Context: an optimization exercise on an open-source flow, tuned for small area, a short achievable clock period and few clock cycles per item. The choices shown serve that exercise and are no tape-out recipe. The RTL was checked by simulation tests, not by an equivalence proof against the original design.

==> nickel: inputs <==
## Polygon
module Polygon #(
    parameter HALF_EYE_ANGLE = 520
)
(
    input clk,
    input rst_n,
    output reg oReadReq,
    input iRAMBusy,
    output [19:0] oRAMAddr,
    input  [15:0] iRAMData,
    input [19:0] iRAMPointCount,
    output [13:0] oAddr,
    input signed [15:0] iMemData,
    input [13:0] iPointCount,
    input signed [15:0] iAlpha, iBeta, iGamma,
    input iUseRAM,
    input i3D,
    input iStart,
    output oFinish,
    input iLineDrawRead,
    output signed [15:0] oU1, oU2, oV1, oV2,
    output oPointValid,
    output oIsRed
);
localparam T_A = 2'd0, T_B = 2'd1, T_G = 2'd2;
reg run, fin;
reg mRAM, m3D;
reg [15:0] pA, pB, pG;
reg [13:0] NP;               
assign oFinish = fin;
always @(posedge clk) begin
    if (!run) begin
        mRAM <= iUseRAM;
        m3D <= i3D;
        pA <= iAlpha;
        pB <= iBeta;
        pG <= iGamma;
        NP <= iUseRAM ? iRAMPointCount[13:0] : {iPointCount[12:0], 1'b0};
    end
end
function automatic [1:0] ptype(input [2:0] p);
    ptype = (p[2]) ? T_G : (p[1] ? T_B : T_A);
endfunction
function automatic pthread(input [2:0] p, input d3);
    pthread = (p[2] & d3) ? p[1] : p[0];
endfunction
reg [2:0] up;                
reg upV;                     
reg [13:0] pn2;              
wire [1:0] uT = ptype(up);
  ...
Settings: LEC_CHECK=0, CAP_MARGIN=20, CORE_MARGIN=2, CORE_UTILIZATION=40, SLEW_MARGIN=20; clock period 12.0 ns.
run.sh (not shown) runs the stock make flow with config.mk's settings and CLKGATE_MAP_FILE= SYNTH_SCRIPT=/design/flow/synth_recipe.tcl, a recipe that flattens the netlist after the stock synthesis.
==> onyx: changes against nickel <==
==> flow/flow/run.sh (new file) <==
#!/bin/bash
set -euo pipefail
bash standard.sh SETUP_SLACK_MARGIN=8 finish > standard_flow.log 2>&1
==> flow/standard.sh (new file) <==
#!/bin/bash
# synth_recipe.tcl (not shown) runs the flow's synth.tcl, then flattens the netlist and writes it again
# the make line also repeats each setting of config.mk as NAME=value (left out here)
make -C /OpenROAD-flow-scripts/flow DESIGN_CONFIG=/design/flow/config.mk WORK_HOME=/design/flow/orfs CLKGATE_MAP_FILE= SYNTH_SCRIPT=/design/flow/synth_recipe.tcl "${@:-finish}"
removed: flow/run.sh
==> qor summary <==
Number of clock buffers inserted by TritonCTS: onyx 77; nickel 75
Post-Layout Cell Count: onyx 5550; nickel 5315
Share of the core filled with cells: onyx 50.1%; nickel 46.1%
Status: onyx finished clean; nickel finished clean
Worst path most repeated cell: onyx buf_4; nickel ha_1
Pre-CTS worst setup slack: onyx 6.32 ns; nickel 6.58 ns
Maximum clock frequency: onyx 0.223 GHz; nickel 0.183 GHz
Signal buf overhead: onyx 9.20%; nickel 5.47%
Cell depth of the worst setup path: onyx 23; nickel 21
Proportion of cell area occupied by registers: onyx 40.2%; nickel 43.4%
Worst Setup Slack, final: onyx 7.51 ns; nickel 6.54 ns
Testbench counts of nickel, summed over its fixed seeds: cycles 198,205, lines 3,390.
Testbench counts of onyx, summed over its fixed seeds: cycles 198,205, lines 3,390.

==> run E: inputs <==
Another version of the RTL of Polygon (not shown whole).
Settings: LEC_CHECK=0, CAP_MARGIN=20, CORE_MARGIN=2, CORE_UTILIZATION=40, SLEW_MARGIN=20; clock period 12.0 ns.
standard.sh (not shown) runs the stock make flow with config.mk's settings and CLKGATE_MAP_FILE= SYNTH_SCRIPT=/design/flow/synth_recipe.tcl, a recipe that flattens the netlist after the stock synthesis.
==> flow/flow/run.sh <==
#!/bin/bash
set -euo pipefail
bash standard.sh SETUP_SLACK_MARGIN=7.7 finish > standard_flow.log 2>&1
==> run M: changes against run E <==
--- a/flow/design.v
+++ b/flow/design.v
@@ -94,14 +94,13 @@
            ({16{oh[11]}} & 16'sd5) | ({16{oh[12]}} & 16'sd2);
 end
 wire busyIter = itr;
 wire dpos = ~ang[15] | ~busyIter;       
 wire signed [15:0] angA = busyIter ? ang : A1r;
-wire dposA = ~ang[15];       
-wire signed [15:0] nang = angA + (atan ^ {16{dposA}}) + {15'd0, dposA};
+wire signed [15:0] nang = dpos ? angA - atan : angA + atan;
 wire d13 = ~ang[15];
-wire signed [15:0] a14 = ang + (d13 ? 16'hffff : 16'h0001);
+wire signed [15:0] a14 = d13 ? ang - 16'sd1 : ang + 16'sd1;
 reg qv;
 reg qd13, qd14;
 reg [1:0] qT; reg qt, qL;
 wire gfree;                  
 wire gacc = qv && gfree;
@@ -185,24 +184,19 @@
         qt <= curt;
         qL <= curL;
     end
 end
 reg gbusy;
-reg [11:0] gh;               
-reg gd14;                    
+reg [10:0] gh;               
 reg gord;                    
 reg [1:0] gT; reg gt, gL;
-wire gw1 = gh[6];
-wire gw2 = gh[11];
-wire git = gh[0];
-wire gHold;
-assign gfree = !gbusy || (gw2 && !gHold);
+wire gw1 = gh[5];
+wire gw2 = gh[10];
+assign gfree = !gbusy || gw2;
 wire dfree0, dfree1;
 wire dfree = dfree0 && dfree1;
-wire dbz0, dbz1, dbt0, dbt1;
-wire dBlk = (dbz0 && (dbt0 == gt)) || (dbz1 && (dbt1 == gt));
-assign gHold = (gw1 && (gT == T_G) && !dfree) || (gw2 && (gT == T_B) && dBlk);
+wire gHold = gw1 && (gT == T_G) && !dfree;
 wire dStart = gw1 && (gT == T_G) && dfree;
 reg [1:0] pw;
 assign inFinal = (need == 3'd0) && !((uT != T_A) && pw[ut]);
 always @(posedge clk or negedge rst_n) begin
     if (!rst_n) pw <= 2'b00;
@@ -210,77 +204,75 @@
     else begin
         if (gw1 && !gHold && gT != T_G) pw[gt] <= 1'b0;
         if (hand && curT != T_G) pw[curt] <= 1'b1;
     end
 end
-wire [11:0] ghN = gacc ? 12'd1 : gHold ? gh : gw2 ? 12'd0 : {gh[10:0], 1'b0};
+wire [10:0] ghN = gacc ? 11'd1 : gw2 ? 11'd0 : gHold ? gh : {gh[9:0], 1'b0};
 wire gordN = gacc ? (qT == T_G) : gord;
 reg cInit, cSh2, cSub, cUseX;
 always @(posedge clk) begin
-    cInit <= ghN[1] | ghN[6];
-    cSh2 <= ghN[1] | ghN[5] | ghN[6] | ghN[10];
-    cSub <= ghN[1] | ghN[2] | ghN[3] | ghN[6] | ghN[7] | ghN[8];
-    cUseX <= gordN ^ (|ghN[11:6]);
+    cInit <= ghN[0] | ghN[5];
+    cSh2 <= ghN[0] | ghN[4] | ghN[5] | ghN[9];
+    cSub <= ghN[0] | ghN[1] | ghN[2] | ghN[5] | ghN[6] | ghN[7];
+    cUseX <= gordN ^ (|ghN[10:5]);
 end
 always @(posedge clk or negedge rst_n) begin
     if (!rst_n) begin
         gbusy <= 1'b0;
-        gh <= 12'd0;
+        gh <= 11'd0;
     end else if (!run) begin
         gbusy <= 1'b0;
-        gh <= 12'd0;
+        gh <= 11'd0;
     end else begin
         if (gacc) begin
             gbusy <= 1'b1;
-            gh <= 12'd1;
-        end else if (gHold) begin
+            gh <= 11'd1;
         end else if (gw2) begin
             gbusy <= 1'b0;
-            gh <= 12'd0;
-        end else begin
-            gh <= {gh[10:0], 1'b0};
+            gh <= 11'd0;
+        end else if (!gHold) begin
+            gh <= {gh[9:0], 1'b0};
         end
     end
 end
 always @(posedge clk) begin
     if (gacc) begin
-        gd14 <= qd14;
         gord <= gordN;
         gT <= qT;
         gt <= qt;
         gL <= qL;
     end
 end
 wire accEn = gbusy && !gw2 && !gHold;
 wire w1s2 = gw1 && !gHold && (gT != T_G);       
 wire w2s1 = gw2 && (gT == T_A);                  
-wire w2s3 = gw2 && (gT == T_B) && !gHold;        
+wire w2s3 = gw2 && (gT == T_B);                  
 wire w2g = gw2 && (gT == T_G);                   
 wire mDone0, mDone1, mt0, mt1, mL0, mL1;
 wire [25:0] res0, res1;
 wire aTake0, aTake1;
 PolyLane lane0 (
     .clk(clk), .rst_n(rst_n), .run(run),
     .memw(memw), .capX(capX0), .capY(capY0),
     .uT(uT), .ut(ut), .L0q(L0q),
     .startFire(startFire), .busyIter(busyIter), .oh(oh), .dpos(dpos), .hand(hand),
-    .qd13(qd13), .gd14(gd14), .git(git),
+    .qd13(qd13), .qd14(qd14),
     .gacc(gacc), .cInit(cInit), .cSh2(cSh2), .cSub(cSub), .cUseX(cUseX), .accEn(accEn),
     .gt(gt), .gL(gL), .w1s2(w1s2), .w2s1(w2s1), .w2s3(w2s3), .w2g(w2g),
     .dStart(dStart), .aTake(aTake0),
-    .dfree(dfree0), .dbz(dbz0), .dbt(dbt0), .mDone(mDone0), .res(res0), .mt(mt0), .mL(mL0)
+    .dfree(dfree0), .mDone(mDone0), .res(res0), .mt(mt0), .mL(mL0)
 );
 PolyLane lane1 (
     .clk(clk), .rst_n(rst_n), .run(run),
     .memw(memw), .capX(capX1), .capY(capY1),
     .uT(uT), .ut(ut), .L0q(L0q),
     .startFire(startFire), .busyIter(busyIter), .oh(oh), .dpos(dpos), .hand(hand),
-    .qd13(qd13), .gd14(gd14), .git(git),
+    .qd13(qd13), .qd14(qd14),
     .gacc(gacc), .cInit(cInit), .cSh2(cSh2), .cSub(cSub), .cUseX(cUseX), .accEn(accEn),
     .gt(gt), .gL(gL), .w1s2(w1s2), .w2s1(w2s1), .w2s3(w2s3), .w2g(w2g),
     .dStart(dStart), .aTake(aTake1),
-    .dfree(dfree1), .dbz(dbz1), .dbt(dbt1), .mDone(mDone1), .res(res1), .mt(mt1), .mL(mL1)
+    .dfree(dfree1), .mDone(mDone1), .res(res1), .mt(mt1), .mL(mL1)
 );
 reg sel;                     
 reg rEye;                    
 reg gotFirst;                
 reg ended;                   
@@ -381,12 +373,11 @@
     input busyIter,
     input [12:1] oh,
     input dpos,
     input hand,
     input qd13,
-    input gd14,
-    input git,
+    input qd14,
     input gacc,
     input cInit,
     input cSh2,
     input cSub,
     input cUseX,
@@ -398,28 +389,30 @@
     input w2s3,
     input w2g,
     input dStart,
     input aTake,
     output dfree,
-    output dbz,
-    output dbt,
     output mDone,
     output [25:0] res,
     output reg mt,
     output reg mL
 );
 localparam T_A = 2'd0, T_B = 2'd1, T_G = 2'd2;
+reg [15:0] SX, SY;
+always @(posedge clk) begin
+    if (capX) SX <= memw;
+    if (capY) SY <= memw;
+end
 reg [15:0] s1 [0:1];         
 reg [15:0] s2 [0:1];         
 reg [15:0] s3 [0:1];         
-wire [15:0] mw8 = {memw[12:0], 3'b0};
+wire [15:0] la = (uT == T_A) ? {SX[12:0], 3'b0} : s2[ut];
+wire [15:0] lb = (uT == T_G) ? s1[ut] : {SY[12:0], 3'b0};
 reg [15:0] L0a, L0b;
 always @(posedge clk) begin
-    if (uT != T_A) L0a <= s2[ut];
-    else if (capX) L0a <= mw8;
-    if (uT == T_G) L0b <= s1[ut];
-    else if (capY) L0b <= mw8;
+    L0a <= la;
+    L0b <= lb;
 end
 wire [15:0] nla = -L0a;
 wire [15:0] nlb = -L0b;
 reg  [15:0] lx, ly;
 always @(*) begin
@@ -448,12 +441,12 @@
         end
     end
 end
 wire signed [16:0] ax = busyIter ? x : {L1x[15], L1x};
 wire signed [16:0] ay = busyIter ? y : {L1y[15], L1y};
-wire signed [16:0] nx = ax + (shy ^ {17{dpos}}) + {16'd0, dpos};
-wire signed [16:0] ny = ay + (shx ^ {17{~dpos}}) + {16'd0, ~dpos};
+wire signed [16:0] nx = dpos ? ax - shy : ax + shy;
+wire signed [16:0] ny = dpos ? ay + shx : ay - shx;
 always @(posedge clk) begin
     if (startFire || busyIter) begin
         x <= nx;
         y <= ny;
     end
@@ -463,31 +456,24 @@
     if (hand) begin
         qx <= x;
         qy <= y;
     end
 end
-wire signed [16:0] qsy = qy >>> 13;
-wire signed [16:0] qsx = qx >>> 13;
-wire signed [16:0] ex = qx + (qsy ^ {17{qd13}}) + {16'd0, qd13};
-wire signed [16:0] ey = qy + (qsx ^ {17{~qd13}}) + {16'd0, ~qd13};
-reg signed [16:0] gx, gy;
-wire signed [16:0] gsy = gy >>> 14;
-wire signed [16:0] gsx = gx >>> 14;
-wire signed [16:0] fx = gx + (gsy ^ {17{gd14}}) + {16'd0, gd14};
-wire signed [16:0] fy = gy + (gsx ^ {17{~gd14}}) + {16'd0, ~gd14};
+wire signed [16:0] ex = qd13 ? qx - (qy >>> 13) : qx + (qy >>> 13);
+wire signed [16:0] ey = qd13 ? qy + (qx >>> 13) : qy - (qx >>> 13);
+wire signed [16:0] fx = qd14 ? ex - (ey >>> 14) : ex + (ey >>> 14);
+wire signed [16:0] fy = qd14 ? ey + (ex >>> 14) : ey - (ex >>> 14);
 reg signed [17:0] acc;
+reg signed [16:0] gx, gy;
 wire [15:0] gres = acc[16:1];
 wire signed [16:0] gV = cUseX ? gx : gy;
 wire signed [17:0] gVin = {gV[16], gV};
 wire signed [17:0] gAin = cInit ? gVin : acc;
 wire signed [17:0] gsh = cSh2 ? (gAin >>> 2) : (gAin >>> 3);
-wire signed [17:0] gnext = gsh + (gVin ^ {18{cSub}}) + {17'd0, cSub};
+wire signed [17:0] gnext = cSub ? gsh - gVin : gsh + gVin;
 always @(posedge clk) begin
     if (gacc) begin
-        gx <= ex;
-        gy <= ey;
-    end else if (git) begin
         gx <= fx;
         gy <= fy;
     end
     if (accEn) acc <= gnext;
     if (w1s2) s2[gt] <= gres;
@@ -497,14 +483,12 @@
 reg dbusy;
 reg [3:0] dc;
 reg dxok;
 reg [15:0] dR, dd;
 reg [14:0] dq;               
-reg [15:0] dX;
+reg [15:0] dX, dY;
 reg dt, dL;
-assign dbz = dbusy;
-assign dbt = dt;
 wire [15:0] dRs = {dR[14:0], 1'b0};
 wire dge = (dRs >= dd);
 wire dDone = dbusy && (dc == 4'd14) && dxok;
 wire dq15 = (gres <= 16'd11360) || (gres >= 16'd58976);
 wire mfree;
@@ -540,10 +524,11 @@
         dR <= dge ? dRs - dd : dRs;
         dq <= {dq[13:0], dge};
     end
     if (w2g) begin
         dX <= gres;
+        dY <= s3[gt];
         dt <= gt;
         dL <= gL;
     end
 end
 reg mbusy;
@@ -574,15 +559,15 @@
 end
 always @(posedge clk) begin
     if (dHand) begin
         ms <= dq[14:1];
         mX <= dX;
-        mY <= s3[dt];
+        mY <= dY;
         mt <= dt;
         mL <= dL;
         aU <= dq[0] ? {dX[15], dX[15:1]} : 16'sd0;
-        aV <= dq[0] ? {s3[dt][15], s3[dt][15:1]} : 16'sd0;
+        aV <= dq[0] ? {dY[15], dY[15:1]} : 16'sd0;
     end else if (mbusy && !mDone) begin
         aU <= sU[16:1];
         aV <= sV[16:1];
         ms <= ms >> 1;
     end
==> flow/flow/run.sh (replaced) <==
#!/bin/bash
set -euo pipefail
bash standard.sh SETUP_SLACK_MARGIN=8 finish > standard_flow.log 2>&1
==> run summary <==
sequential share of cell area=39.1%; Avg Cell Area, Syn=10.4 sq um; post-synthesis compound-gate area fraction=14.1%; r2r startpoint=lane1.qx[14]; r2r setup slk=6.20 ns; post-synthesis adder-cell area fraction=8.38%; router iterations before antenna repair=8; met1 GRT Util=28.4%; final WL=207000 um; wire length on met2=95600 um; DP Wirelength=134000 um; count of multi-input gates=5064; outcome=no timing/DRC/antenna violations
[end of results for run M]
==> run summary <==
sequential share of cell area=41.9%; post-synthesis adder-cell area fraction=7.96%; wire length on met2=87400 um; r2r setup slk=7.71 ns; r2r startpoint=oh[11]; count of multi-input gates=4789; router iterations before antenna repair=7; met1 GRT Util=27.8%; final WL=186000 um; post-synthesis compound-gate area fraction=13.5%; outcome=no timing/DRC/antenna violations
[end of results for run E]
Testbench counts of run E, summed over its fixed seeds: cycles 101,203, lines 3,390.
Testbench counts of run M, summed over its fixed seeds: cycles 100,489, lines 3,390.

-- re-timing with driven ports --
Ports are ideal in the flow. The routed layouts listed here were re-timed in OpenROAD.
Step 1 assumes that a clkbuf_16 drives the clock port and a buf_2 every other input.
Step 2, shift: input delay + t, output delay - t, t = (earliest + latest rising clock arrival at the registers) / 2. This alone moves slack from input paths to output paths.
Slacks: ideal / step 1 / step 2; pairs: ideal / step 1.
run | t, ns | slack for setup (ns) | worst hold slack (ns)
nickel | 0.695 | 6.539 / 6.539 / 6.539 | 0.415 / 0.415 / 0.415
onyx | 0.702 | 7.511 / 7.511 / 7.475 | 0.411 / 0.411 / 0.411
run E | 0.846 | 7.712 / 7.688 / 7.043 | 0.405 / 0.405 / 0.405
run M | 0.855 | 6.195 / 6.195 / 6.195 | 0.418 / 0.418 / 0.418
After both steps setup and hold are still met in every run listed. The setup slack of run E, which loses most, moves by -0.024 ns with the drivers and by -0.669 ns with both steps.
